Source: an optimization exercise on an open RTL-to-GDS flow (aim: small area, a short achievable clock period and few clock cycles per item). Production flows keep margins and buffers that such runs may drop.
In this exercise RTL edits were held to simulation tests only and were not proved equivalent to the original.

## flow/design.v

```verilog
module mult_controller #(
    parameter integer WIDTH = 32
)
(
    input logic clk,
    input logic rst_n,
    input logic start,
    input logic signed [WIDTH - 1: 0] multiplicand,
    input logic signed [WIDTH - 1: 0] multiplier,
    output logic signed [2 * WIDTH - 1: 0] product,
    output logic done
);
    logic busy;                   
    logic [1:0] cnt;             
    logic [31:0] pl;              
    logic bprev;                  
    logic [31:0] ph;              
    logic [39:0] q0, q1;          
    wire [31:0] mx = multiplier;
    wire [8:0] wp = {mx[7:0], 1'b0};
    wire [8:0] wr = {pl[7:0], bprev};
    wire [32:0] am = {multiplicand[31], multiplicand};   
    wire [32:0] a2 = {multiplicand, 1'b0};               
    wire [3:0] ng;
    wire [2:0] wp0 = wp[2:0];
    wire onep0 = wp0[0] ^ wp0[1];
    wire twop0 = (wp0[2] & ~wp0[1] & ~wp0[0]) | (~wp0[2] & wp0[1] & wp0[0]);
    wire [2:0] wr0 = wr[2:0];
    wire oner0 = wr0[0] ^ wr0[1];
    wire twor0 = (wr0[2] & ~wr0[1] & ~wr0[0]) | (~wr0[2] & wr0[1] & wr0[0]);
    wire one0 = busy ? oner0 : onep0;
    wire two0 = busy ? twor0 : twop0;
    assign ng[0] = busy ? wr0[2] : wp0[2];
    wire [32:0] x0 = ((am & {33{one0}}) | (a2 & {33{two0}})) ^ {33{ng[0]}};
    wire [2:0] wp1 = wp[4:2];
    wire onep1 = wp1[0] ^ wp1[1];
    wire twop1 = (wp1[2] & ~wp1[1] & ~wp1[0]) | (~wp1[2] & wp1[1] & wp1[0]);
    wire [2:0] wr1 = wr[4:2];
    wire oner1 = wr1[0] ^ wr1[1];
    wire twor1 = (wr1[2] & ~wr1[1] & ~wr1[0]) | (~wr1[2] & wr1[1] & wr1[0]);
    wire one1 = busy ? oner1 : onep1;
    wire two1 = busy ? twor1 : twop1;
    assign ng[1] = busy ? wr1[2] : wp1[2];
    wire [32:0] x1 = ((am & {33{one1}}) | (a2 & {33{two1}})) ^ {33{ng[1]}};
    wire [2:0] wp2 = wp[6:4];
    wire onep2 = wp2[0] ^ wp2[1];
    wire twop2 = (wp2[2] & ~wp2[1] & ~wp2[0]) | (~wp2[2] & wp2[1] & wp2[0]);
    wire [2:0] wr2 = wr[6:4];
    wire oner2 = wr2[0] ^ wr2[1];
    wire twor2 = (wr2[2] & ~wr2[1] & ~wr2[0]) | (~wr2[2] & wr2[1] & wr2[0]);
    wire one2 = busy ? oner2 : onep2;
    wire two2 = busy ? twor2 : twop2;
    assign ng[2] = busy ? wr2[2] : wp2[2];
    wire [32:0] x2 = ((am & {33{one2}}) | (a2 & {33{two2}})) ^ {33{ng[2]}};
    wire [2:0] wp3 = wp[8:6];
    wire onep3 = wp3[0] ^ wp3[1];
    wire twop3 = (wp3[2] & ~wp3[1] & ~wp3[0]) | (~wp3[2] & wp3[1] & wp3[0]);
    wire [2:0] wr3 = wr[8:6];
    wire oner3 = wr3[0] ^ wr3[1];
    wire twor3 = (wr3[2] & ~wr3[1] & ~wr3[0]) | (~wr3[2] & wr3[1] & wr3[0]);
    wire one3 = busy ? oner3 : onep3;
    wire two3 = busy ? twor3 : twop3;
    assign ng[3] = busy ? wr3[2] : wp3[2];
    wire [32:0] x3 = ((am & {33{one3}}) | (a2 & {33{two3}})) ^ {33{ng[3]}};
    wire s1 = ng[1] ^ x0[2];
    wire c2 = ng[1] & x0[2];
    wire s3 = x0[3] ^ x1[1];
    wire c4 = x0[3] & x1[1];
    wire s5 = ng[2] ^ x0[4] ^ x1[2];
    wire c6 = (ng[2] & x0[4]) | (ng[2] & x1[2]) | (x0[4] & x1[2]);
    wire s7 = x2[0] ^ c4;
    wire c8 = x2[0] & c4;
    wire s9 = x0[5] ^ x1[3] ^ x2[1];
    wire c10 = (x0[5] & x1[3]) | (x0[5] & x2[1]) | (x1[3] & x2[1]);
    wire s11 = c6 ^ c8;
    wire c12 = c6 & c8;
    wire s13 = ng[3] ^ x0[6] ^ x1[4];
    wire c14 = (ng[3] & x0[6]) | (ng[3] & x1[4]) | (x0[6] & x1[4]);
    wire s15 = x2[2] ^ x3[0] ^ c10;
    wire c16 = (x2[2] & x3[0]) | (x2[2] & c10) | (x3[0] & c10);
    wire s17 = s13 ^ c12;
    wire c18 = s13 & c12;
    wire s19 = x0[7] ^ x1[5] ^ x2[3];
    wire c20 = (x0[7] & x1[5]) | (x0[7] & x2[3]) | (x1[5] & x2[3]);
    wire s21 = x3[1] ^ c14 ^ s19;
    wire c22 = (x3[1] & c14) | (x3[1] & s19) | (c14 & s19);
    wire s23 = c16 ^ c18;
    wire c24 = c16 & c18;
    wire s25 = x0[8] ^ x1[6] ^ x2[4];
    wire c26 = (x0[8] & x1[6]) | (x0[8] & x2[4]) | (x1[6] & x2[4]);
    wire s27 = x3[2] ^ c20 ^ s25;
    wire c28 = (x3[2] & c20) | (x3[2] & s25) | (c20 & s25);
    wire s29 = c22 ^ s27;
    wire c30 = c22 & s27;
    wire s31 = x0[9] ^ x1[7] ^ x2[5];
    wire c32 = (x0[9] & x1[7]) | (x0[9] & x2[5]) | (x1[7] & x2[5]);
    wire s33 = x3[3] ^ c26 ^ s31;
    wire c34 = (x3[3] & c26) | (x3[3] & s31) | (c26 & s31);
    wire s35 = c28 ^ s33;
    wire c36 = c28 & s33;
    wire s37 = x0[10] ^ x1[8] ^ x2[6];
    wire c38 = (x0[10] & x1[8]) | (x0[10] & x2[6]) | (x1[8] & x2[6]);
    wire s39 = x3[4] ^ c32 ^ s37;
    wire c40 = (x3[4] & c32) | (x3[4] & s37) | (c32 & s37);
    wire s41 = c34 ^ s39;
    wire c42 = c34 & s39;
    wire s43 = x0[11] ^ x1[9] ^ x2[7];
    wire c44 = (x0[11] & x1[9]) | (x0[11] & x2[7]) | (x1[9] & x2[7]);
    wire s45 = x3[5] ^ c38 ^ s43;
    wire c46 = (x3[5] & c38) | (x3[5] & s43) | (c38 & s43);
    wire s47 = c40 ^ s45;
    wire c48 = c40 & s45;
    wire s49 = x0[12] ^ x1[10] ^ x2[8];
    wire c50 = (x0[12] & x1[10]) | (x0[12] & x2[8]) | (x1[10] & x2[8]);
    wire s51 = x3[6] ^ c44 ^ s49;
    wire c52 = (x3[6] & c44) | (x3[6] & s49) | (c44 & s49);
    wire s53 = c46 ^ s51;
    wire c54 = c46 & s51;
    wire s55 = x0[13] ^ x1[11] ^ x2[9];
    wire c56 = (x0[13] & x1[11]) | (x0[13] & x2[9]) | (x1[11] & x2[9]);
    wire s57 = x3[7] ^ c50 ^ s55;
    wire c58 = (x3[7] & c50) | (x3[7] & s55) | (c50 & s55);
    wire s59 = c52 ^ s57;
    wire c60 = c52 & s57;
    wire s61 = x0[14] ^ x1[12] ^ x2[10];
    wire c62 = (x0[14] & x1[12]) | (x0[14] & x2[10]) | (x1[12] & x2[10]);
    wire s63 = x3[8] ^ c56 ^ s61;
    wire c64 = (x3[8] & c56) | (x3[8] & s61) | (c56 & s61);
    wire s65 = c58 ^ s63;
    wire c66 = c58 & s63;
    wire s67 = x0[15] ^ x1[13] ^ x2[11];
    wire c68 = (x0[15] & x1[13]) | (x0[15] & x2[11]) | (x1[13] & x2[11]);
    wire s69 = x3[9] ^ c62 ^ s67;
    wire c70 = (x3[9] & c62) | (x3[9] & s67) | (c62 & s67);
    wire s71 = c64 ^ s69;
    wire c72 = c64 & s69;
    wire s73 = x0[16] ^ x1[14] ^ x2[12];
    wire c74 = (x0[16] & x1[14]) | (x0[16] & x2[12]) | (x1[14] & x2[12]);
    wire s75 = x3[10] ^ c68 ^ s73;
    wire c76 = (x3[10] & c68) | (x3[10] & s73) | (c68 & s73);
    wire s77 = c70 ^ s75;
    wire c78 = c70 & s75;
    wire s79 = x0[17] ^ x1[15] ^ x2[13];
    wire c80 = (x0[17] & x1[15]) | (x0[17] & x2[13]) | (x1[15] & x2[13]);
    wire s81 = x3[11] ^ c74 ^ s79;
    wire c82 = (x3[11] & c74) | (x3[11] & s79) | (c74 & s79);
    wire s83 = c76 ^ s81;
    wire c84 = c76 & s81;
    wire s85 = x0[18] ^ x1[16] ^ x2[14];
    wire c86 = (x0[18] & x1[16]) | (x0[18] & x2[14]) | (x1[16] & x2[14]);
    wire s87 = x3[12] ^ c80 ^ s85;
    wire c88 = (x3[12] & c80) | (x3[12] & s85) | (c80 & s85);
    wire s89 = c82 ^ s87;
    wire c90 = c82 & s87;
    wire s91 = x0[19] ^ x1[17] ^ x2[15];
    wire c92 = (x0[19] & x1[17]) | (x0[19] & x2[15]) | (x1[17] & x2[15]);
    wire s93 = x3[13] ^ c86 ^ s91;
    wire c94 = (x3[13] & c86) | (x3[13] & s91) | (c86 & s91);
    wire s95 = c88 ^ s93;
    wire c96 = c88 & s93;
    wire s97 = x0[20] ^ x1[18] ^ x2[16];
    wire c98 = (x0[20] & x1[18]) | (x0[20] & x2[16]) | (x1[18] & x2[16]);
    wire s99 = x3[14] ^ c92 ^ s97;
    wire c100 = (x3[14] & c92) | (x3[14] & s97) | (c92 & s97);
    wire s101 = c94 ^ s99;
    wire c102 = c94 & s99;
    wire s103 = x0[21] ^ x1[19] ^ x2[17];
    wire c104 = (x0[21] & x1[19]) | (x0[21] & x2[17]) | (x1[19] & x2[17]);
    wire s105 = x3[15] ^ c98 ^ s103;
    wire c106 = (x3[15] & c98) | (x3[15] & s103) | (c98 & s103);
    wire s107 = c100 ^ s105;
    wire c108 = c100 & s105;
    wire s109 = x0[22] ^ x1[20] ^ x2[18];
    wire c110 = (x0[22] & x1[20]) | (x0[22] & x2[18]) | (x1[20] & x2[18]);
    wire s111 = x3[16] ^ c104 ^ s109;
    wire c112 = (x3[16] & c104) | (x3[16] & s109) | (c104 & s109);
    wire s113 = c106 ^ s111;
    wire c114 = c106 & s111;
    wire s115 = x0[23] ^ x1[21] ^ x2[19];
    wire c116 = (x0[23] & x1[21]) | (x0[23] & x2[19]) | (x1[21] & x2[19]);
    wire s117 = x3[17] ^ c110 ^ s115;
    wire c118 = (x3[17] & c110) | (x3[17] & s115) | (c110 & s115);
    wire s119 = c112 ^ s117;
    wire c120 = c112 & s117;
    wire s121 = x0[24] ^ x1[22] ^ x2[20];
    wire c122 = (x0[24] & x1[22]) | (x0[24] & x2[20]) | (x1[22] & x2[20]);
    wire s123 = x3[18] ^ c116 ^ s121;
    wire c124 = (x3[18] & c116) | (x3[18] & s121) | (c116 & s121);
    wire s125 = c118 ^ s123;
    wire c126 = c118 & s123;
    wire s127 = x0[25] ^ x1[23] ^ x2[21];
    wire c128 = (x0[25] & x1[23]) | (x0[25] & x2[21]) | (x1[23] & x2[21]);
    wire s129 = x3[19] ^ c122 ^ s127;
    wire c130 = (x3[19] & c122) | (x3[19] & s127) | (c122 & s127);
    wire s131 = c124 ^ s129;
    wire c132 = c124 & s129;
    wire s133 = x0[26] ^ x1[24] ^ x2[22];
    wire c134 = (x0[26] & x1[24]) | (x0[26] & x2[22]) | (x1[24] & x2[22]);
    wire s135 = x3[20] ^ c128 ^ s133;
    wire c136 = (x3[20] & c128) | (x3[20] & s133) | (c128 & s133);
    wire s137 = c130 ^ s135;
    wire c138 = c130 & s135;
    wire s139 = x0[27] ^ x1[25] ^ x2[23];
    wire c140 = (x0[27] & x1[25]) | (x0[27] & x2[23]) | (x1[25] & x2[23]);
    wire s141 = x3[21] ^ c134 ^ s139;
    wire c142 = (x3[21] & c134) | (x3[21] & s139) | (c134 & s139);
    wire s143 = c136 ^ s141;
    wire c144 = c136 & s141;
    wire s145 = x0[28] ^ x1[26] ^ x2[24];
    wire c146 = (x0[28] & x1[26]) | (x0[28] & x2[24]) | (x1[26] & x2[24]);
    wire s147 = x3[22] ^ c140 ^ s145;
    wire c148 = (x3[22] & c140) | (x3[22] & s145) | (c140 & s145);
    wire s149 = c142 ^ s147;
    wire c150 = c142 & s147;
    wire s151 = x0[29] ^ x1[27] ^ x2[25];
    wire c152 = (x0[29] & x1[27]) | (x0[29] & x2[25]) | (x1[27] & x2[25]);
    wire s153 = x3[23] ^ c146 ^ s151;
    wire c154 = (x3[23] & c146) | (x3[23] & s151) | (c146 & s151);
    wire s155 = c148 ^ s153;
    wire c156 = c148 & s153;
    wire s157 = x0[30] ^ x1[28] ^ x2[26];
    wire c158 = (x0[30] & x1[28]) | (x0[30] & x2[26]) | (x1[28] & x2[26]);
    wire s159 = x3[24] ^ c152 ^ s157;
    wire c160 = (x3[24] & c152) | (x3[24] & s157) | (c152 & s157);
    wire s161 = c154 ^ s159;
    wire c162 = c154 & s159;
    wire s163 = x0[31] ^ x1[29] ^ x2[27];
    wire c164 = (x0[31] & x1[29]) | (x0[31] & x2[27]) | (x1[29] & x2[27]);
    wire s165 = x3[25] ^ c158 ^ s163;
    wire c166 = (x3[25] & c158) | (x3[25] & s163) | (c158 & s163);
    wire s167 = c160 ^ s165;
    wire c168 = c160 & s165;
    wire s169 = x1[30] ^ x2[28] ^ x3[26];
    wire c170 = (x1[30] & x2[28]) | (x1[30] & x3[26]) | (x2[28] & x3[26]);
    wire s171 = x0[32] ^ c164 ^ s169;
    wire c172 = (x0[32] & c164) | (x0[32] & s169) | (c164 & s169);
    wire s173 = c166 ^ s171;
    wire c174 = c166 & s171;
    wire s175 = x1[31] ^ x2[29] ^ x3[27];
    wire c176 = (x1[31] & x2[29]) | (x1[31] & x3[27]) | (x2[29] & x3[27]);
    wire s177 = x0[32] ^ c170 ^ s175;
    wire c178 = (x0[32] & c170) | (x0[32] & s175) | (c170 & s175);
    wire s179 = c172 ^ s177;
    wire c180 = c172 & s177;
    wire s181 = ~x1[32] ^ x2[30] ^ x3[28];
    wire c182 = (~x1[32] & x2[30]) | (~x1[32] & x3[28]) | (x2[30] & x3[28]);
    wire s183 = ~x0[32] ^ c176 ^ s181;
    wire c184 = (~x0[32] & c176) | (~x0[32] & s181) | (c176 & s181);
    wire s185 = c178 ^ s183;
    wire c186 = c178 & s183;
    wire s187 = 1'b1 ^ x2[31] ^ x3[29];
    wire c188 = (1'b1 & x2[31]) | (1'b1 & x3[29]) | (x2[31] & x3[29]);
    wire s189 = c182 ^ s187 ^ c184;
    wire c190 = (c182 & s187) | (c182 & c184) | (s187 & c184);
    wire s191 = ~x2[32] ^ x3[30] ^ c188;
    wire c192 = (~x2[32] & x3[30]) | (~x2[32] & c188) | (x3[30] & c188);
    wire s193 = 1'b1 ^ x3[31];
    wire c194 = 1'b1 & x3[31];
    always_ff @(posedge clk) begin
        q0 <= {1'b1, ~x3[32], c192, c190, c186, c180, c174, c168, c162, c156, c150, c144, c138, c132, c126, c120, c114, c108, c102, c96, c90, c84, c78, c72, c66, c60, c54, c48, c42, c36, c30, c24, s21, s15, s9, s5, c2, x1[0], x0[1], x0[0]};
        q1 <= {1'b0, c194, s193, s191, s189, s185, s179, s173, s167, s161, s155, s149, s143, s137, s131, s125, s119, s113, s107, s101, s95, s89, s83, s77, s71, s65, s59, s53, s47, s41, s35, s29, s23, s17, s11, s7, s3, s1, 1'b0, ng[0]};
    end
    wire [39:0] acc = {{8{ph[31]}}, ph};
    wire [39:0] t0 = acc ^ q0 ^ q1;
    wire [39:0] t1 = {(acc[38:0] & q0[38:0]) | (acc[38:0] & q1[38:0]) | (q0[38:0] & q1[38:0]), 1'b0};
    wire [39:0] sum = t0 + t1;
    always_ff @(posedge clk or negedge rst_n) begin
        if (!rst_n) begin
            busy <= 1'b0;
            cnt  <= '0;
            done <= 1'b0;
        end else if (busy) begin
            cnt  <= cnt + 1'b1;
            if (cnt == 2'd3) begin
                busy <= 1'b0;
                done <= 1'b1;
            end
        end else if (start) begin
            busy <= 1'b1;
            cnt  <= '0;
            done <= 1'b0;
        end
    end
    always_ff @(posedge clk) begin
        if (busy) begin
            pl    <= {sum[7:0], pl[31:8]};
            ph    <= sum[39:8];
            bprev <= pl[7];
        end else if (start) begin
            ph    <= '0;
            pl    <= {8'd0, mx[31:8]};
            bprev <= mx[7];
        end
    end
    assign product = {ph, pl};
endmodule
```

## flow/flow/run.sh

```bash
#!/bin/bash
# The standard layout, except that the port buffers are plain buffers
# (sky130_fd_sc_hd__buf_1, which timing repair may resize) instead of the
# delay cells buffer_ports picks by default.
set -euo pipefail
echo 'export BUFFER_PORTS_ARGS = -buffer_cell sky130_fd_sc_hd__buf_1' >> config.mk
bash standard.sh > standard.log 2>&1
```

## flow/standard.sh

```bash
#!/bin/bash
# synth_recipe.tcl (not shown) runs the flow's synth.tcl, then flattens the netlist and writes it again
# the make line also repeats each setting of config.mk as NAME=value (left out here)
make -C /OpenROAD-flow-scripts/flow DESIGN_CONFIG=/design/flow/config.mk WORK_HOME=/design/flow/orfs CLKGATE_MAP_FILE= SYNTH_SCRIPT=/design/flow/synth_recipe.tcl "${@:-finish}"
```

## flow/config.mk

```make
export PLATFORM = sky130hd
export DESIGN_NAME = mult_controller
export DESIGN_NICKNAME = mult_controller
export VERILOG_FILES = /design/flow/design.v
export SDC_FILE = /design/flow/constraint.sdc
export NUM_CORES = 4
export LEC_CHECK = 0
export ABC_AREA = 1
export CAP_MARGIN = 20
export CORE_MARGIN = 2
export CORE_UTILIZATION = 40
export SETUP_SLACK_MARGIN = 1.6
export SLEW_MARGIN = 20
export BUFFER_PORTS_ARGS = -buffer_cell sky130_fd_sc_hd__buf_1
```

## flow/constraint.sdc

```tcl
create_clock -name core_clock -period 4.5 [get_ports {clk}]
set_input_delay 0.9000 -clock core_clock [delete_from_list [all_inputs] [get_ports {clk}]]
set_output_delay 0.9000 -clock core_clock [all_outputs]
set_load 0.01 [all_outputs]
```

==> results by group, run 1 <==
Run status
  – Run status: timing/DRC/antenna clean

Setup path
  – Category of the most critical setup path: in2reg
  – Startpoint class of the critical path: primary input
  – Reg2reg setup slack: roughly 1.4 ns
  – Reg-to-Reg Start: busy$_DFF_PN0_
  – Worst endpoint required time: slightly below 5 ns
  – Capture point of the critical path: q1[18]$_DFF_P_
  – Maximum fanout along the worst path: 15
  – Register-to-Register Path Depth: 11
  – CP endpoint kind: flop
  – Arrival @ worst endpoint: approximately 3.5 ns
  – Terminus of the critical flop-to-flop path: q1[18]$_DFF_P_
  – Worst setup path startpoint: multiplier[2]

Logic synthesis
  – Sequential element share of the synthesized area: between 20% and 30%
  – Count of state elements after synthesis: roughly 150
  – Netlist cell types: 34
  – Multiplexer share of the synthesized area: 0%
  – Net Count, Synth: ~1700
  – Mean cell area of the mapped netlist: about 8.3 um2
  – Adder-Cell Fraction of Synth Area: between 20% and 30%
  – Netlist area before placement: roughly 0.012 mm2
  – Largest area contributor in the netlist: sky130_fd_sc_hd__fa_1
  – Xor and xnor area share after synthesis: roughly a tenth
  – Yosys synthesis warning count: 1
  – Gate count of the mapped netlist: roughly 1500
  – Basic-gate share of the synthesized area counting and, or, nand and nor cells: ~16%
  – Post-synth EDFFs: 65
  – Synth Area in Compound Gates: between 10% and 20%
  – Combinational family with the most area after synthesis: adder cells
  – Synth top area share: 16.5%
  – Largest cells by area after synthesis: sky130_fd_sc_hd__fa_1 (16%), sky130_fd_sc_hd__edfxtp_1 (16%), sky130_fd_sc_hd__dfxtp_1 (13%)
  – Main flop type after synthesis: sky130_fd_sc_hd__dfxtp_1
  – Ys async rst share: 2.74%

Flow run
  – Maximum capacitance violations: 0

Clock tree
  – Number of clock buffers inserted by TritonCTS: 17
  – CTS Buffer Depth: 2
  – Clock tree from TritonCTS: built
  – Clock-pin transition on the worst setup and hold timing paths: roughly 0.07 ns
  – Number of H-tree branching levels: 4
  – Clock insertion delay at the later pin of the skew report: roughly 0.43 ns
  – Number of buffers inserted by hold repair at cts: 0
  – Clock root buffer: sky130_fd_sc_hd__clkbuf_16
  – CTS sink count: between 100 and 150

Routing
  – Antenna Nets Post-Route: 0
  – Pre-antenna DRT Iters: 5
  – Initial detailed-routing violation count: between 700 and 800
  – Drt total wl: about 38000 um
  – Routed wirelength normalized by instance count: about 18 um
  – Via-per-instance ratio: just over 5
  – DRC errors left: 0
  – Vias post-DR: 10700

GRT
  – Pin count of the biggest net entering global routing: 64
  – Global-route wire length before repair: between 50000 and 60000 um
  – Via count of the first global-routing pass: slightly above 10000
  – GRT Residual Overflow: 0
  – Initial antenna violation count: 0
  – Global-route usage over all layers: between 20% and 30%

Hold path
  – Type of the tightest min-delay check: in2async

Timing
  – Max frequency: 0.319 GHz
  – Max-slew violations: 0
  – Final setup slack of the worst path: ~1.4 ns
  – Slew Limit Headroom: 52.3%
  – Portion of the clock cycle consumed by the worst path in the final layout: between 60% and 70%
  – Final setup violating endpoints: 0
  – Fin Hold WS: around 0.29 ns
  – Post-layout minimum cycle time: between 3 and 4 ns
  – Sum Neg Setup Slack: 0 ns
  – Pin slew with the least headroom to its limit: 0.716 ns
  – Setup repair after global routing missed its margin: yes
  – Number of hold violations in the final report: 0
  – Layout Skew: 0.00999 ns

Placed design
  – Hpwl dp: ~27000 um
  – Final weighted congestion in routability-driven placement: between 0.8 and 0.9
  – Worst-case setup slack after placement: roughly 0.74 ns
  – Number of port buffers: between 100 and 150

Floorplanning
  – IO Count: 132
  – Die footprint: 0.0321 mm2
  – Total number of placement rows: 64
  – Floorplan die height: between 150 and 200 um
  – Initial standard-cell utilization of the core: between 40% and 50%
  – Standard cell core area: 0.0304 mm2
  – Die width: between 150 and 200 um

Cells and area
  – Antenna diodes: 0
  – Share of final-layout standard cells stronger than drive strength 1: around 19%
  – Final nets: approximately 1900
  – Area growth from synthesis to final layout: 26.4%
  – Number of filler cells placed in the layout: around 2800
  – Area taken by flip-flops and latches: between 0.003 and 0.004 mm2
  – Multi-input combinational cell area: 0.00852 mm2
==> kinds of logic (layout without fill, tap and decap cells) <==
group / count (synthesis) / after routing
flops: 146 / 146
fa+ha+maj: 175 / 175
buf+inv: 288 / 480
compound gates: 239 / 239
xor+xnor: 133 / 133
simple gates: 499 / 500
==> layer usage <==
layer	vias up	share of wire, %	global-route usage [%]
li1	5089	-	-
met1	5113	45	33.4
met2	461	46	37.0
met3	74	6.4	2.67
met4	0	2.8	6.79
met5	-	0	0
==> worst max-delay path, cell delays in order <==
cell and delay [ns]:
sky130_fd_sc_hd__buf_6 0.10, sky130_fd_sc_hd__nor2_4 0.11, sky130_fd_sc_hd__nor2_4 0.05, sky130_fd_sc_hd__a22oi_2 0.21
sky130_fd_sc_hd__nand2_4 0.15, sky130_fd_sc_hd__buf_12 0.19, sky130_fd_sc_hd__o22ai_2 0.16, sky130_fd_sc_hd__xor2_1 0.23
sky130_fd_sc_hd__fa_1 0.48, sky130_fd_sc_hd__fa_1 0.54, sky130_fd_sc_hd__inv_1 0.05, sky130_fd_sc_hd__ha_1 0.28
==> stage by stage <==
stage          utilization, %  instances  cell area, um2
2_1_floorplan               -       1480           12600
3_3_place_gp             44.0       1975           13400
3_5_place_dp             44.0       1975           13400
4_1_cts                  48.7       2048           14800
5_1_grt                  51.0       2069           15500
6_report                 51.0       2069           15500
==> area by class of cell <==
class,instances,area share [%]
multi-input cells,1047,54.9
clock buffers,18,2.90
repair buffers,207,8.82
clock inverters,14,0.887
repair inverters,1,0.0726
inverters,240,6.07
well taps,396,3.19
flip-flops and latches,146,23.2
==> synth_stat cells, types with 2 or more instances <==
library cell,instances
sky130_fd_sc_hd__buf_2,23
sky130_fd_sc_hd__dfrtp_1,4
sky130_fd_sc_hd__nor3_1,7
sky130_fd_sc_hd__ha_1,74
sky130_fd_sc_hd__nand3b_1,2
sky130_fd_sc_hd__a21oi_1,62
sky130_fd_sc_hd__a31oi_1,3
sky130_fd_sc_hd__inv_1,234
sky130_fd_sc_hd__fa_1,101
sky130_fd_sc_hd__nand2_1,347
sky130_fd_sc_hd__inv_2,5
sky130_fd_sc_hd__edfxtp_1,65
sky130_fd_sc_hd__o31ai_4,2
sky130_fd_sc_hd__a22o_1,2
sky130_fd_sc_hd__a22oi_1,2
sky130_fd_sc_hd__buf_4,6
sky130_fd_sc_hd__buf_6,8
sky130_fd_sc_hd__clkbuf_1,11
sky130_fd_sc_hd__dfxtp_1,77
sky130_fd_sc_hd__nor2_1,109
sky130_fd_sc_hd__nand3_1,31
sky130_fd_sc_hd__o22ai_1,121
sky130_fd_sc_hd__xor2_1,132
sky130_fd_sc_hd__o21ai_0,31
sky130_fd_sc_hd__o21ai_2,3
sky130_fd_sc_hd__o21bai_1,5
sky130_fd_sc_hd__o21a_1,6
==> placed cells by master (no fill, tap or decap), types with 5 or more instances in the layout <==
cell	n
sky130_fd_sc_hd__buf_1	126
sky130_fd_sc_hd__inv_6	8
sky130_fd_sc_hd__ha_1	49
sky130_fd_sc_hd__nor2_4	11
sky130_fd_sc_hd__inv_8	5
sky130_fd_sc_hd__nand2_1	329
sky130_fd_sc_hd__edfxtp_1	65
sky130_fd_sc_hd__fa_2	9
sky130_fd_sc_hd__o21ai_0	28
sky130_fd_sc_hd__nor3_1	5
sky130_fd_sc_hd__a21oi_1	58
sky130_fd_sc_hd__o22ai_4	5
sky130_fd_sc_hd__inv_2	9
sky130_fd_sc_hd__buf_12	8
sky130_fd_sc_hd__buf_4	53
sky130_fd_sc_hd__ha_2	22
sky130_fd_sc_hd__o21bai_1	5
sky130_fd_sc_hd__nand3_1	25
sky130_fd_sc_hd__nor2_1	93
sky130_fd_sc_hd__o22ai_1	58
sky130_fd_sc_hd__o22ai_2	58
sky130_fd_sc_hd__nand3_2	6
sky130_fd_sc_hd__fa_1	92
sky130_fd_sc_hd__dfxtp_1	77
sky130_fd_sc_hd__o21a_1	6
sky130_fd_sc_hd__buf_6	10
sky130_fd_sc_hd__xor2_2	24
sky130_fd_sc_hd__nor2_2	5
sky130_fd_sc_hd__xor2_1	108
sky130_fd_sc_hd__nand2_2	17
sky130_fd_sc_hd__inv_1	224
sky130_fd_sc_hd__clkbuf_16	20
sky130_fd_sc_hd__buf_16	6
==> how the worst min path moves through the flow <==
stage                                   from                  to  cells after the start
after global placement    cnt[0]$_DFFE_PN0P_  cnt[0]$_DFFE_PN0P_                      1
after floorplan           cnt[0]$_DFFE_PN0P_  cnt[0]$_DFFE_PN0P_                      1
after global routing                   rst_n    done$_DFFE_PN0P_                      1
after CTS                              rst_n    done$_DFFE_PN0P_                      1
final                                  rst_n  cnt[1]$_DFFE_PN0P_                      1
after detailed placement    done$_DFFE_PN0P_    done$_DFFE_PN0P_                      1
==> sequential cells by signal (all words and copies together) (netlist names) <==
signal / count
q1: 38
bprev: 1
busy: 1
done: 1
q0: 39
cnt: 2
pl: 32
ph: 32
==> timing repair <==
action,CTS,global route
pin swaps,24,36
cloned,7,4
endpoints found under the setup margin,70,80
gates resized for setup,103,99
setup buffers,34,17
Testbench counts, summed over its fixed seeds: cycles 8,008, items 1,600.
==> run 2: changes to the inputs <==
--- a/flow/config.mk
+++ b/flow/config.mk
@@ -9,6 +9,6 @@
 export CAP_MARGIN = 20
 export CORE_MARGIN = 2
 export CORE_UTILIZATION = 40
-export SETUP_SLACK_MARGIN = 1.6
+export SETUP_SLACK_MARGIN = 1.3
 export SLEW_MARGIN = 20
 export BUFFER_PORTS_ARGS = -buffer_cell sky130_fd_sc_hd__buf_1
==> run 2 against run 1 <==
Net effect: final area down 9.8%; clock skew up 0.0055 ns; critical path depth unchanged; clock-buffer cell count up 1; routed wire length down 10%.
==> results by group, run 2 <==
Run status
  – Run status: timing/DRC/antenna clean

Cells and area
  – Area growth from synthesis to final layout: 14.0%
  – Antenna diodes: 0
  – Commonest cells after routing, fill and taps aside: sky130_fd_sc_hd__nand2_1 (344), sky130_fd_sc_hd__inv_1 (232), sky130_fd_sc_hd__xor2_1 (129), sky130_fd_sc_hd__buf_1 (129), sky130_fd_sc_hd__o22ai_1 (108)
  – Design area: between 0.01 and 0.015 mm2
  – Final nets: around 1800
  – Largest register by flop count: q0
  – Flip-flop count of the largest register after layout: 39
  – Registers with the most flip-flops: q0 (39), q1 (38)
  – Final design utilization: a little under half
  – Commonest non-fill, non-tap cell in the layout: sky130_fd_sc_hd__nand2_1
  – Share of final-layout standard cells stronger than drive strength 1: ~6.2%
  – Number of filler cells placed in the layout: just over 3000

Logic synthesis
  – Leading cell type by number of instances after synthesis: sky130_fd_sc_hd__nand2_1
  – Largest area contributor in the netlist: sky130_fd_sc_hd__fa_1
  – List of most frequent post-synthesis cells: sky130_fd_sc_hd__nand2_1 (347), sky130_fd_sc_hd__inv_1 (234), sky130_fd_sc_hd__xor2_1 (132)
  – Mean cell area of the mapped netlist: 8.30 um2
  – Yosys synthesis warning count: 1
  – Net Count, Synth: between 1500 and 2000
  – Count of state elements after synthesis: around 150
  – Ys async rst share: between 2 and 3%
  – Largest cells by area after synthesis: sky130_fd_sc_hd__fa_1 (16%), sky130_fd_sc_hd__edfxtp_1 (16%), sky130_fd_sc_hd__dfxtp_1 (13%)
  – Netlist area before placement: 0.0123 mm2
  – Post-synth EDFFs: 65
  – Gate count of the mapped netlist: about 1500
  – Main flop type after synthesis: sky130_fd_sc_hd__dfxtp_1
  – Sequential element share of the synthesized area: between 20 and 30%
  – Synth top area share: approximately 16%
  – Netlist cell types: 34

Setup path
  – Maximum fanout along the worst path: 32
  – Register-to-Register Path Depth: 12
  – CP max stage delay: 0.55 ns
  – CP endpoint kind: flop
  – Worst endpoint required time: 4.82 ns
  – Reg2reg setup slack: around 1.4 ns
  – Reg-to-Reg Start: busy$_DFF_PN0_
  – Terminus of the critical flop-to-flop path: q1[19]$_DFF_P_
  – Category of the most critical setup path: reg2reg
  – Arrival @ worst endpoint: roughly 3.4 ns
  – Startpoint class of the critical path: flop
  – Worst-path cell with the longest stage delay: sky130_fd_sc_hd__fa_1
  – Cells traversed along the worst timing path: buf_4, nand2_1, nor2_1, a31oi_1, nand2_1, buf_12, o22ai_1, xor2_1, fa_1, fa_1, inv_1, ha_1

Placed design
  – Final weighted congestion in routability-driven placement: between 0.8 and 0.9
  – Placement Cell Area: between 0.01 and 0.015 mm2
  – Number of port buffers: about 130
  – Hpwl dp: ~27000 um

Flow run
  – Maximum capacitance violations: 0

Floorplanning
  – Die width: roughly 180 um
  – IO Count: approximately 130
  – Standard cell core area: 0.0304 mm2
  – Total number of placement rows: 64
  – Initial standard-cell utilization of the core: 40.4%
  – Die footprint: 0.0321 mm2
  – Floorplan die height: between 150 and 200 um

Clock tree
  – Clock tree from TritonCTS: built
  – CTS Buffer Depth: 2
  – Clock root buffer: sky130_fd_sc_hd__clkbuf_16
  – Clock insertion delay at the later pin of the skew report: 0.44 ns
  – Clock-pin transition on the worst setup and hold timing paths: 0.07 ns
  – Number of H-tree branching levels: 4
  – CTS sink count: 146
  – Number of clock buffers inserted by TritonCTS: 17
  – Number of buffers inserted by hold repair at cts: 0

Routing
  – Pre-antenna DRT Iters: 5
  – Drt total wl: between 30000 and 40000 um
  – Vias post-DR: between 10000 and 15000
  – Initial detailed-routing violation count: just under 800
  – DRC errors left: 0
  – Routed wirelength normalized by instance count: 16.9 um
  – Antenna Nets Post-Route: 0
  – Via-per-instance ratio: roughly 5

Hold path
  – Type of the tightest min-delay check: in2async

GRT
  – Via count of the first global-routing pass: 9929
  – Busiest metal layer after global routing: met2
  – Pin count of the biggest net entering global routing: between 60 and 70
  – Grt met1 use: a little under a third
  – GRT Residual Overflow: 0
  – Global-route usage over all layers: around 22%
  – Initial antenna violation count: 0
  – Global-route wire length before repair: about 53000 um
  – Met3 Use GR: roughly 3.6%
  – Met2 demand-to-capacity share in global routing: 32.7%

Timing
  – Pin slew with the least headroom to its limit: roughly 0.73 ns
  – Setup repair after global routing missed its margin: yes
  – Number of hold violations in the final report: 0
  – Final setup violating endpoints: 0
  – Max frequency: 0.321 GHz
  – Sum Neg Setup Slack: 0 ns
  – Layout Skew: 0.0155 ns
  – Portion of the clock cycle consumed by the worst path in the final layout: 69.2%
  – Max-slew violations: 0
  – Slew Limit Headroom: between 50 and 60%
  – Post-layout minimum cycle time: roughly 3.1 ns
==> run 2: repair_timing <==
item	4_1_cts	5_1_grt
endpoints found under the hold margin	0	0
pin swaps	0	12
resized for setup	10	51
setup endpoints to repair	58	54
setup buffers	2	7
==> run 2: stage by stage <==
stage               worst slack [ns]  std cells  hold WS [ns]
floorplan                       1.27       1480         0.453
global placement               0.827       1974         0.480
detailed placement             0.788       1974         0.486
CTS                             1.31       2008         0.285
global route                    1.27       2015         0.294
finish                          1.39       2015         0.291
==> run 2: worst max path at each step <==
stage,from,to,slack [ns]
after CTS,busy$_DFF_PN0_,q1[26]$_DFF_P_,1.31
after global routing,ph[0]$_SDFFCE_PN0P_,ph[17]$_SDFFCE_PN0P_,1.27
after floorplan,multiplier[2],q1[28]$_DFF_P_,1.27
final,busy$_DFF_PN0_,q1[19]$_DFF_P_,1.39
after global placement,multiplier[1],q1[27]$_DFF_P_,0.83
after detailed placement,multiplier[3],q1[26]$_DFF_P_,0.79
==> run 2: final cells by class <==
cell class	instances	area, um2	share of cell area, %
timing repair buffer	155	756	5.40
clock inverter	13	124	0.885
inverter	240	918	6.56
sequential	146	3590	25.7
tap	396	495	3.54
multi-input combinational	1046	7660	54.8
clock buffer	19	443	3.17
==> run 2: worst max-delay path: cells and delay by family (launching register included) <==
family          cells  cell delay (ns)
compound gates      2             0.34
flops               1             0.43
simple gates        3             0.25
xor+xnor            1             0.23
buf+inv             3             0.40
fa+ha+maj           3             1.33
==> run 2: cells by family after synthesis <==
logic type               share of synthesized area, %
XOR/XNOR                                         9.49
buffers and inverters                            9.71
AO/OA/AOI/OAI                                    11.8
flip-flops                                       29.3
adder cells (fa/ha/maj)                          24.0
AND/OR/NAND/NOR                                  15.8
==> run 2: routing by layer <==
layer	wire [um]	vias to the layer above
li1	-	5008
met1	16200	4800
met2	15100	322
met3	1930	46
met4	855	0
met5	0	-
==> run 3: changes to the inputs <==
--- a/flow/config.mk
+++ b/flow/config.mk
@@ -9,6 +9,7 @@
 export CAP_MARGIN = 20
 export CORE_MARGIN = 2
 export CORE_UTILIZATION = 40
-export SETUP_SLACK_MARGIN = 1.3
+export CTS_BUF_LIST = sky130_fd_sc_hd__clkbuf_8
+export SETUP_SLACK_MARGIN = 1.4
 export SLEW_MARGIN = 20
 export BUFFER_PORTS_ARGS = -buffer_cell sky130_fd_sc_hd__buf_1
==> run 3 against run 2 <==
Net effect: flip-flop and latch count unchanged; sequential share of layout area down 0.55 points; register-to-register slack worse by 0.06 ns; synthesized area unchanged; setup slack lost 0.063 ns; non-clock buffer count is 21 higher; clock-buffer cell count down 1; routed wire length is 6.6% higher; cell count increased by 1.0%; critical path type unchanged; worst hold slack worse by 0.056 ns.
==> results by group, run 3 <==
Placed design
  – Placement Cell Area: roughly 0.013 mm2
  – Final weighted congestion in routability-driven placement: just under 0.9
  – Hpwl dp: 27700 um
  – Number of port buffers: about 130

Floorplanning
  – Standard cell core area: 0.0304 mm2
  – Die width: ~180 um
  – Initial standard-cell utilization of the core: between 40% and 50%
  – Floorplan die height: 179 um
  – IO Count: between 100 and 150
  – Total number of placement rows: 64
  – Die footprint: ~0.032 mm2

Setup path
  – Arrival @ worst endpoint: 3.53 ns
  – CP max stage delay: between 0.5 and 0.6 ns
  – Startpoint class of the critical path: flop
  – Cells traversed along the worst timing path: buf_6, nand2_2, o22ai_2, a21oi_2, buf_4, buf_12, o22ai_2, xor2_1, fa_1, fa_1, inv_1, ha_1
  – Reg2reg setup slack: roughly 1.3 ns
  – CP endpoint kind: flop
  – Worst endpoint required time: ~4.9 ns
  – Worst-path cell with the longest stage delay: sky130_fd_sc_hd__dfrtp_4
  – Category of the most critical setup path: reg2reg
  – Maximum fanout along the worst path: 16
  – Register-to-Register Path Depth: 12

Timing
  – Sum Neg Setup Slack: 0 ns
  – Max-slew violations: 0
  – Final setup violating endpoints: 0
  – Setup repair after global routing missed its margin: yes
  – Post-layout minimum cycle time: ~3.2 ns
  – Pin slew with the least headroom to its limit: approximately 0.69 ns
  – Portion of the clock cycle consumed by the worst path in the final layout: a little over two thirds
  – Slew Limit Headroom: a little over half
  – Number of hold violations in the final report: 0
  – Max frequency: 0.315 GHz
  – Layout Skew: 0.0187 ns

GRT
  – Global-route wire length before repair: roughly 55000 um
  – GRT Residual Overflow: 0
  – Global-route usage over all layers: ~23%
  – Via count of the first global-routing pass: between 10000 and 15000
  – Initial antenna violation count: 1
  – Pin count of the biggest net entering global routing: 60

Logic synthesis
  – Yosys synthesis warning count: 1
  – Largest cells by area after synthesis: sky130_fd_sc_hd__fa_1 (16%), sky130_fd_sc_hd__edfxtp_1 (16%), sky130_fd_sc_hd__dfxtp_1 (13%)
  – Mean cell area of the mapped netlist: just over 8 um2
  – Leading cell type by number of instances after synthesis: sky130_fd_sc_hd__nand2_1
  – Main flop type after synthesis: sky130_fd_sc_hd__dfxtp_1
  – Synth top area share: 16.5%
  – Netlist cell types: 34
  – List of most frequent post-synthesis cells: sky130_fd_sc_hd__nand2_1 (347), sky130_fd_sc_hd__inv_1 (234), sky130_fd_sc_hd__xor2_1 (132)
  – Post-synth EDFFs: between 60 and 70
  – Gate count of the mapped netlist: about 1500
  – Count of state elements after synthesis: between 100 and 150
  – Netlist area before placement: approximately 0.012 mm2
  – Sequential element share of the synthesized area: 29.3%
  – Ys async rst share: 2.74%
  – Largest area contributor in the netlist: sky130_fd_sc_hd__fa_1
  – Net Count, Synth: approximately 1700

Routing
  – Initial detailed-routing violation count: between 800 and 900
  – Vias post-DR: ~11000
  – Antenna Nets Post-Route: 0
  – DRC errors left: 0
  – Via-per-instance ratio: around 5.2
  – Routed wirelength normalized by instance count: approximately 18 um
  – Drt total wl: about 36000 um
  – Pre-antenna DRT Iters: 5

Hold path
  – Type of the tightest min-delay check: in2async

Cells and area
  – Area growth from synthesis to final layout: 16.5%
  – Flip-flop count of the largest register after layout: 39
  – Commonest non-fill, non-tap cell in the layout: sky130_fd_sc_hd__nand2_1
  – Design area: roughly 0.014 mm2
  – Commonest cells after routing, fill and taps aside: sky130_fd_sc_hd__nand2_1 (340), sky130_fd_sc_hd__inv_1 (231), sky130_fd_sc_hd__buf_1 (130)
  – Largest register by flop count: q0
  – Final nets: 1869
  – Share of final-layout standard cells stronger than drive strength 1: under 10%
  – Antenna diodes: 0
  – Final design utilization: a little under half
  – Registers with the most flip-flops: q0 (39), q1 (38)

Clock tree
  – Clock-pin transition on the worst setup and hold timing paths: roughly 0.10 ns
  – Number of buffers inserted by hold repair at cts: 0
  – CTS Buffer Depth: 2
  – Clock root buffer: sky130_fd_sc_hd__clkbuf_8
  – Number of H-tree branching levels: 4
  – Clock insertion delay at the later pin of the skew report: 0.47 ns
  – CTS sink count: 146
  – Clock tree from TritonCTS: built
  – Number of clock buffers inserted by TritonCTS: 17

Flow run
  – Maximum capacitance violations: 0

Run status
  – Run status: timing/DRC/antenna clean
## run 3: changes by cell type in the layout (fill, tap and decap cells not counted), sizes merged
cell / change
buf: +20
bufinv: +2
clkinv: -2
clkinvlp: -1
inv: +2
## run 3: per-layer routing
| layer | share of wire (%) | up-vias | track usage, % |
|---|---|---|---|
| li1 | - | 5054 | - |
| met1 | 46 | 4989 | 33.0 |
| met2 | 45 | 409 | 35.2 |
| met3 | 6.0 | 57 | 3.24 |
| met4 | 2.4 | 2 | 6.79 |
| met5 | 0.033 | - | 0 |
## run 3: final cells by class
cell class / count / area (um2)
flip-flops and latches: 146 / 3600
multi-input cells: 1046 / 7890
repair buffers: 176 / 976
well taps: 396 / 495
fillers: 2986 / 16100
clock buffers: 18 / 248
clock inverters: 14 / 168
inverters: 240 / 938
## run 3: kinds of logic after synthesis
kind of cell | after synthesis | synth area share, %
adder cells (fa/ha/maj) | 175 | 24.0
AO/OA/AOI/OAI | 239 | 11.8
AND/OR/NAND/NOR | 499 | 15.8
XOR/XNOR | 133 | 9.49
flip-flops | 146 | 29.3
buffers and inverters | 288 | 9.71
## run 3: path summary, 6_finish.rpt
kind,start,endpoint
max reg2reg,busy$_DFF_PN0_,q1[12]$_DFF_P_
max in group asynchronous,rst_n,busy$_DFF_PN0_
max,busy$_DFF_PN0_,q1[12]$_DFF_P_
min reg2reg,cnt[0]$_DFFE_PN0P_,cnt[0]$_DFFE_PN0P_
min,rst_n,busy$_DFF_PN0_
min in group core_clock,cnt[0]$_DFFE_PN0P_,cnt[0]$_DFFE_PN0P_
## run 3: critical path: cells and delay by family (launching register included)
family / cells / cell delay (ns)
flip-flops: 1 / 0.56
AO/OA/AOI/OAI: 3 / 0.30
AND/OR/NAND/NOR: 1 / 0.08
buffers and inverters: 4 / 0.52
adder cells (fa/ha/maj): 3 / 1.32
XOR/XNOR: 1 / 0.27
## run 3: stage by stage
| step | cells | setup WS [ns] | hold slack [ns] |
|---|---|---|---|
| floorplan | 1480 | 1.33 | 0.453 |
| global placement | 1978 | 0.780 | 0.472 |
| detailed placement | 1978 | 0.739 | 0.482 |
| CTS | 2023 | 1.36 | 0.207 |
| global route | 2036 | 1.22 | 0.212 |
| finish | 2036 | 1.32 | 0.235 |
## run 3: what timing repair did
item / CTS / global route
endpoints found under the setup margin: 67 / 65
hold endpoints to repair: 0 / 0
resized for setup: 44 / 22
cloned: 0 / 2
pin swaps: 7 / 12
setup buffers: 13 / 11
==> run 4: changes to the inputs <==
--- a/flow/config.mk
+++ b/flow/config.mk
@@ -10,6 +10,7 @@
 export CORE_MARGIN = 2
 export CORE_UTILIZATION = 40
 export CTS_BUF_LIST = sky130_fd_sc_hd__clkbuf_8
-export SETUP_SLACK_MARGIN = 1.4
+export GPL_TIMING_DRIVEN = 0
+export SETUP_SLACK_MARGIN = 1.3
 export SLEW_MARGIN = 20
 export BUFFER_PORTS_ARGS = -buffer_cell sky130_fd_sc_hd__buf_1
==> run 4 against run 3 <==
Net effect: critical path depth did not move; clock-buffer cell count rose by 1; non-clock buffer count rose by 29; still clean.
==> results by group, run 4 <==
Cells and area
  – Commonest cells after routing, fill and taps aside: sky130_fd_sc_hd__nand2_1 (339), sky130_fd_sc_hd__inv_1 (235), sky130_fd_sc_hd__buf_1 (128)
  – Multi-input combinational cell area: 0.00793 mm2
  – Area growth from synthesis to final layout: 17.6%
  – Commonest non-fill, non-tap cell in the layout: sky130_fd_sc_hd__nand2_1
  – Final design utilization: 47.5%
  – Area taken by flip-flops and latches: ~0.0036 mm2
  – Share of final-layout standard cells stronger than drive strength 1: between 10% and 20%
  – Registers with the most flip-flops: q0 (39), q1 (38)
  – Largest register by flop count: q0
  – Flip-flop count of the largest register after layout: 39
  – Final nets: approximately 1900
  – Antenna diodes: 0
  – Number of filler cells placed in the layout: a little over 3000

Placed design
  – Number of port buffers: 130
  – Final weighted congestion in routability-driven placement: approximately 0.96
  – Worst-case setup slack after placement: between 0.5 and 0.6 ns
  – Hpwl dp: a little under 30000 um

Floorplanning
  – IO Count: 132
  – Initial standard-cell utilization of the core: between 40% and 50%
  – Total number of placement rows: 64
  – Die width: around 180 um
  – Die footprint: approximately 0.032 mm2
  – Floorplan die height: 179 um
  – Standard cell core area: 0.0304 mm2

Clock tree
  – CTS Buffer Depth: 2
  – Number of buffers inserted by hold repair at cts: 0
  – CTS sink count: between 100 and 150
  – Clock insertion delay at the later pin of the skew report: between 0.4 and 0.5 ns
  – Clock root buffer: sky130_fd_sc_hd__clkbuf_8
  – Clock-pin transition on the worst setup and hold timing paths: about 0.090 ns
  – Number of H-tree branching levels: 4
  – Number of clock buffers inserted by TritonCTS: 17
  – Clock tree from TritonCTS: built

Timing
  – Portion of the clock cycle consumed by the worst path in the final layout: 71.5%
  – Number of hold violations in the final report: 0
  – Setup repair after global routing missed its margin: yes
  – Max frequency: approximately 0.31 GHz
  – Slew Limit Headroom: just over 50%
  – Pin slew with the least headroom to its limit: between 0.7 and 0.8 ns
  – Max-slew violations: 0
  – Post-layout minimum cycle time: 3.22 ns
  – Final setup slack of the worst path: ~1.3 ns
  – Sum Neg Setup Slack: 0 ns
  – Final setup violating endpoints: 0
  – Layout Skew: a little under 0.02 ns

Logic synthesis
  – Largest area contributor in the netlist: sky130_fd_sc_hd__fa_1
  – Basic-gate share of the synthesized area counting and, or, nand and nor cells: roughly 16%
  – Ys async rst share: ~2.7%
  – Leading cell type by number of instances after synthesis: sky130_fd_sc_hd__nand2_1
  – Count of state elements after synthesis: around 150
  – Xor and xnor area share after synthesis: 9.49%
  – Post-synth EDFFs: 65
  – Sequential element share of the synthesized area: approximately 29%
  – Largest cells by area after synthesis: sky130_fd_sc_hd__fa_1 (16%), sky130_fd_sc_hd__edfxtp_1 (16%), sky130_fd_sc_hd__dfxtp_1 (13%)
  – Yosys synthesis warning count: 1
  – Mean cell area of the mapped netlist: slightly above 8 um2
  – Synth top area share: 16.5%
  – Combinational family with the most area after synthesis: adder cells
  – Multiplexer share of the synthesized area: 0%
  – Net Count, Synth: approximately 1700
  – Netlist area before placement: 0.0123 mm2
  – Main flop type after synthesis: sky130_fd_sc_hd__dfxtp_1
  – Adder-Cell Fraction of Synth Area: 24.0%
  – Gate count of the mapped netlist: ~1500
  – Netlist cell types: 34
  – List of most frequent post-synthesis cells: sky130_fd_sc_hd__nand2_1 (347), sky130_fd_sc_hd__inv_1 (234), sky130_fd_sc_hd__xor2_1 (132)
  – Synth Area in Compound Gates: 11.8%

GRT
  – Global-route wire length before repair: 54700 um
  – Initial antenna violation count: 0
  – GRT Residual Overflow: 0
  – Via count of the first global-routing pass: about 10000
  – Pin count of the biggest net entering global routing: 36
  – Global-route usage over all layers: 22.5%

Routing
  – Vias post-DR: about 11000
  – Antenna Nets Post-Route: 0
  – DRC errors left: 0
  – Pre-antenna DRT Iters: 6
  – Via-per-instance ratio: ~5.1
  – Initial detailed-routing violation count: around 870
  – Drt total wl: between 30000 and 40000 um
  – Routed wirelength normalized by instance count: 17.6 um

Setup path
  – Arrival @ worst endpoint: 3.56 ns
  – Reg2reg setup slack: about 1.3 ns
  – Maximum fanout along the worst path: 7
  – Worst endpoint required time: 4.84 ns
  – Worst setup path startpoint: pl[1]$_DFFE_PP_
  – Reg-to-Reg Start: pl[1]$_DFFE_PP_
  – Category of the most critical setup path: reg2reg
  – CP endpoint kind: flop
  – Register-to-Register Path Depth: 12
  – Capture point of the critical path: q1[9]$_DFF_P_
  – Startpoint class of the critical path: flop
  – Terminus of the critical flop-to-flop path: q1[9]$_DFF_P_

Run status
  – Run status: timing/DRC/antenna clean

Hold path
  – Type of the tightest min-delay check: in2async

Flow run
  – Maximum capacitance violations: 0
run 4: final cells by class:
type,instances,area share (%)
tap,396,3.43
sequential,146,24.9
clock buffer,19,1.81
clock inverter,13,0.763
inverter,240,6.31
multi-input combinational,1046,54.9
buffer,48,2.73
timing repair buffer,157,5.16
run 4: timing repair:
action                     in CTS  in global routing
pin swaps                       5                 48
setup endpoints to repair      57                 54
gates resized for setup        28                 99
setup buffers                   1                 20
cloned                          0                  5
run 4: cells by family after synthesis:
| group | count (synthesis) |
|---|---|
| compound gates | 239 |
| xor+xnor | 133 |
| fa+ha+maj | 175 |
| buf+inv | 288 |
| flops | 146 |
| simple gates | 499 |
run 4: metal layers:
metal / GRT usage [%] / routed length [um]
met5: 0 / 0
met4: 6.32 / 1070
met3: 2.67 / 1930
met2: 35.1 / 16400
met1: 32.8 / 16900
run 4: how the worst min path moves through the flow:
stage	from	endpoint	slack (ns)	cells past startpoint
floorplan	cnt[0]$_DFFE_PN0P_	cnt[0]$_DFFE_PN0P_	0.45	1
global placement	cnt[0]$_DFFE_PN0P_	cnt[0]$_DFFE_PN0P_	0.47	1
detailed placement	cnt[0]$_DFFE_PN0P_	cnt[0]$_DFFE_PN0P_	0.49	1
CTS	rst_n	done$_DFFE_PN0P_	0.22	1
global route	rst_n	done$_DFFE_PN0P_	0.23	1
finish	rst_n	done$_DFFE_PN0P_	0.25	1
run 4: worst max-delay path: stages, from the launching register on:
cell	delay (ns)
sky130_fd_sc_hd__edfxtp_1	0.53
sky130_fd_sc_hd__buf_6	0.18
sky130_fd_sc_hd__nand2_4	0.08
sky130_fd_sc_hd__o22ai_4	0.08
sky130_fd_sc_hd__a21oi_4	0.27
sky130_fd_sc_hd__buf_6	0.19
sky130_fd_sc_hd__buf_6	0.11
sky130_fd_sc_hd__o22ai_1	0.07
sky130_fd_sc_hd__xor2_1	0.24
sky130_fd_sc_hd__fa_1	0.47
sky130_fd_sc_hd__fa_1	0.56
sky130_fd_sc_hd__inv_1	0.05
sky130_fd_sc_hd__ha_1	0.26
run 4: stage by stage:
stage,hold WS [ns],instance area [um2],std cells
after floorplan,0.453,12300,1480
after global placement,0.474,13300,2006
after detailed placement,0.490,13300,2007
after CTS,0.224,13800,2040
after global routing,0.234,14400,2065
final,0.252,14400,2065
==> run 5: changes to the inputs <==
--- a/flow/config.mk
+++ b/flow/config.mk
@@ -10,7 +10,7 @@
 export CORE_MARGIN = 2
 export CORE_UTILIZATION = 40
 export CTS_BUF_LIST = sky130_fd_sc_hd__clkbuf_8
-export GPL_TIMING_DRIVEN = 0
+export PLACE_DENSITY = 0.7
 export SETUP_SLACK_MARGIN = 1.3
 export SLEW_MARGIN = 20
 export BUFFER_PORTS_ARGS = -buffer_cell sky130_fd_sc_hd__buf_1
==> run 5 against run 4 <==
Net effect: still clean; setup slack worse by 0.012 ns; critical path depth shrank 2; fmax is 0.36% lower; synthesized area unchanged; global-route usage is 0.72 points lower; critical path type unchanged; clock skew rose by 0.00059 ns; non-clock buffer count fell by 43; synthesized cell count unchanged; critical endpoint is now q1[21]$_DFF_P_; final area decreased by 2.5%; via count is 0.97% higher.
==> results by group, run 5 <==
Run status
  – Run status: timing/DRC/antenna clean

Setup path
  – Category of the most critical setup path: reg2reg
  – Register-to-Register Path Depth: 10
  – Maximum fanout along the worst path: 8
  – Startpoint class of the critical path: flop
  – Terminus of the critical flop-to-flop path: q1[21]$_DFF_P_
  – Reg2reg setup slack: roughly 1.3 ns
  – Reg-to-Reg Start: pl[1]$_DFFE_PP_
  – Arrival @ worst endpoint: 3.57 ns
  – CP endpoint kind: flop
  – Worst endpoint required time: approximately 4.8 ns

Placed design
  – Number of port buffers: roughly 130
  – Hpwl dp: roughly 26000 um
  – Final weighted congestion in routability-driven placement: around 0.94

Cells and area
  – Area taken by flip-flops and latches: about 0.0036 mm2
  – Flip-flop count of the largest register after layout: 39
  – Multi-input combinational cell area: between 0.007 and 0.008 mm2
  – Commonest cells after routing, fill and taps aside: sky130_fd_sc_hd__nand2_1 (340), sky130_fd_sc_hd__inv_1 (231), sky130_fd_sc_hd__xor2_1 (131), sky130_fd_sc_hd__buf_1 (131), sky130_fd_sc_hd__nor2_1 (105)
  – Area growth from synthesis to final layout: 14.6%
  – Registers with the most flip-flops: q0 (39), q1 (38)
  – Number of filler cells placed in the layout: slightly below 3000
  – Commonest non-fill, non-tap cell in the layout: sky130_fd_sc_hd__nand2_1
  – Largest register by flop count: q0
  – Share of final-layout standard cells stronger than drive strength 1: under 10%
  – Final nets: between 1500 and 2000
  – Antenna diodes: 0

Clock tree
  – Number of buffers inserted by hold repair at cts: 0
  – CTS Buffer Depth: 2
  – Clock root buffer: sky130_fd_sc_hd__clkbuf_8
  – Clock-pin transition on the worst setup and hold timing paths: about 0.1 ns
  – Number of clock buffers inserted by TritonCTS: 17
  – CTS sink count: about 150
  – Number of H-tree branching levels: 4
  – Clock insertion delay at the later pin of the skew report: roughly 0.47 ns
  – Clock tree from TritonCTS: built

Logic synthesis
  – Largest cells by area after synthesis: sky130_fd_sc_hd__fa_1 (16%), sky130_fd_sc_hd__edfxtp_1 (16%), sky130_fd_sc_hd__dfxtp_1 (13%)
  – Gate count of the mapped netlist: 1480
  – Multiplexer share of the synthesized area: 0%
  – List of most frequent post-synthesis cells: sky130_fd_sc_hd__nand2_1 (347), sky130_fd_sc_hd__inv_1 (234), sky130_fd_sc_hd__xor2_1 (132)
  – Post-synth EDFFs: between 60 and 70
  – Net Count, Synth: 1722
  – Basic-gate share of the synthesized area counting and, or, nand and nor cells: 15.8%
  – Netlist cell types: 34
  – Main flop type after synthesis: sky130_fd_sc_hd__dfxtp_1
  – Largest area contributor in the netlist: sky130_fd_sc_hd__fa_1
  – Netlist area before placement: ~0.012 mm2
  – Combinational family with the most area after synthesis: adder cells
  – Adder-Cell Fraction of Synth Area: between 20% and 30%
  – Mean cell area of the mapped netlist: 8.30 um2
  – Synth top area share: 16.5%
  – Count of state elements after synthesis: roughly 150
  – Leading cell type by number of instances after synthesis: sky130_fd_sc_hd__nand2_1
  – Ys async rst share: under 10%
  – Xor and xnor area share after synthesis: 9.49%
  – Synth Area in Compound Gates: 11.8%
  – Sequential element share of the synthesized area: 29.3%
  – Yosys synthesis warning count: 1

Routing
  – DRC errors left: 0
  – Via-per-instance ratio: 5.27
  – Drt total wl: around 36000 um
  – Pre-antenna DRT Iters: 7
  – Initial detailed-routing violation count: 1200
  – Routed wirelength normalized by instance count: 17.5 um
  – Antenna Nets Post-Route: 0
  – Vias post-DR: between 10000 and 15000

Hold path
  – Type of the tightest min-delay check: in2async

GRT
  – Initial antenna violation count: 0
  – Pin count of the biggest net entering global routing: 64
  – Via count of the first global-routing pass: between 10000 and 15000
  – GRT Residual Overflow: 0
  – Global-route usage over all layers: a little over a fifth
  – Global-route wire length before repair: 53900 um

Timing
  – Portion of the clock cycle consumed by the worst path in the final layout: 71.7%
  – Fin Hold WS: between 0.2 and 0.25 ns
  – Sum Neg Setup Slack: 0 ns
  – Setup repair after global routing missed its margin: yes
  – Pin slew with the least headroom to its limit: approximately 0.86 ns
  – Max frequency: 0.310 GHz
  – Max-slew violations: 0
  – Post-layout minimum cycle time: about 3.2 ns
  – Final setup violating endpoints: 0
  – Layout Skew: 0.0203 ns
  – Slew Limit Headroom: a little over two fifths
  – Number of hold violations in the final report: 0

Floorplanning
  – Die width: 179 um
  – Standard cell core area: between 0.03 and 0.04 mm2
  – Initial standard-cell utilization of the core: 40.4%
  – Die footprint: ~0.032 mm2
  – IO Count: 132
  – Floorplan die height: about 180 um
  – Total number of placement rows: 64

Flow run
  – Maximum capacitance violations: 0
==> run 5: cell counts after synthesis <==
Identical to the previous run, type by type.
==> run 5: worst max path at each step <==
stage,startpoint,end,slack (ns),cells past startpoint
3_3_place_gp,multiplier[3],q1[19]$_DFF_P_,0.82,12
6_report,pl[1]$_DFFE_PP_,q1[21]$_DFF_P_,1.27,10
5_1_grt,pl[1]$_DFFE_PP_,q1[21]$_DFF_P_,1.17,10
3_5_place_dp,multiplier[3],q1[20]$_DFF_P_,0.77,12
2_1_floorplan,multiplier[2],q1[28]$_DFF_P_,1.27,11
4_1_cts,busy$_DFF_PN0_,q1[20]$_DFF_P_,1.27,12
==> run 5: per-stage QoR <==
step	area, um2	instances	util (%)	setup slack [ns]
after floorplan	12300	1480	-	1.27
final	14100	2024	46.3	1.27
after detailed placement	13100	1973	43.0	0.771
after global routing	14100	2024	46.3	1.17
after CTS	13600	2011	44.7	1.27
after global placement	13100	1973	43.0	0.822
==> run 5: cell type report <==
type                            count  area share (%)
Inverter                          240            6.75
Sequential cell                   146            25.5
Timing Repair inverter              2           0.124
Clock inverter                     14           0.995
Clock buffer                       18            1.76
Timing Repair Buffer              162            6.22
Multi-Input combinational cell   1046            55.1
Tap cell                          396            3.52
==> run 5: layer usage <==
layer | vias up | GRT usage [%] | wire [um]
met3 | 85 | 3.77 | 2530
li1 | 5021 | - | -
met2 | 473 | 34.3 | 16400
met1 | 5079 | 29.9 | 15300
met4 | 0 | 8.23 | 1230
met5 | - | 0 | 0
==> run 5: critical path: stages (launching register included) <==
cell and delay (ns):
sky130_fd_sc_hd__edfxtp_1 0.52, sky130_fd_sc_hd__nand2_2 0.13, sky130_fd_sc_hd__inv_2 0.05, sky130_fd_sc_hd__o31ai_4 0.41, sky130_fd_sc_hd__bufinv_16 0.25, sky130_fd_sc_hd__o22ai_2 0.12
sky130_fd_sc_hd__xor2_1 0.24, sky130_fd_sc_hd__fa_1 0.49, sky130_fd_sc_hd__fa_1 0.56, sky130_fd_sc_hd__inv_1 0.05, sky130_fd_sc_hd__ha_1 0.29
==> run 5: cells by family (layout without fill, tap and decap cells) <==
logic type | count (synthesis) | after routing
buffers and inverters | 288 | 436
AOI/OAI and AO/OA | 239 | 239
DFF | 146 | 146
and+or+nand+nor | 499 | 499
adders and majority gates | 175 | 175
xor gates and xnor gates | 133 | 133
==> run 5: repair_timing <==
action	CTS	global route
cloned	0	5
hold endpoints to repair	0	0
endpoints found under the setup margin	64	60
buffers inserted	6	8
resized for setup	19	68
pin swaps	0	23

[what the ideal ports hide]
The results above use ideal ports. As a check the final layouts listed here were re-extracted and re-timed, cells and wires unchanged.
Step 1 sets driving cells, clkbuf_16 on the clock port and buf_2 on the other inputs (assumed; they add their load-dependent delay and slew).
Step 2 moves the port delays by t, midway between the first and last clock arrival at a register: inputs arrive t later, outputs are due t later. That takes back most of the time a late clock gives input paths.
Slacks: ideal ports / drivers / drivers and shift; pairs: ideal ports / drivers.
run | t, ns | slack for setup (ns) | pins driven straight from the clock port
run 1 | 0.477 | 1.360 / 1.371 / 0.894 | 1
run 2 | 0.477 | 1.386 / 1.386 / 0.952 | 1
run 3 | 0.508 | 1.324 / 1.324 / 0.853 | 1
run 4 | 0.495 | 1.285 / 1.285 / 0.852 | 1
run 5 | 0.511 | 1.273 / 1.273 / 0.850 | 1
After both steps every run listed still meets setup and hold. The setup slack of run 3, which loses most, moves by 0.000 ns with the drivers and by -0.471 ns with both steps.
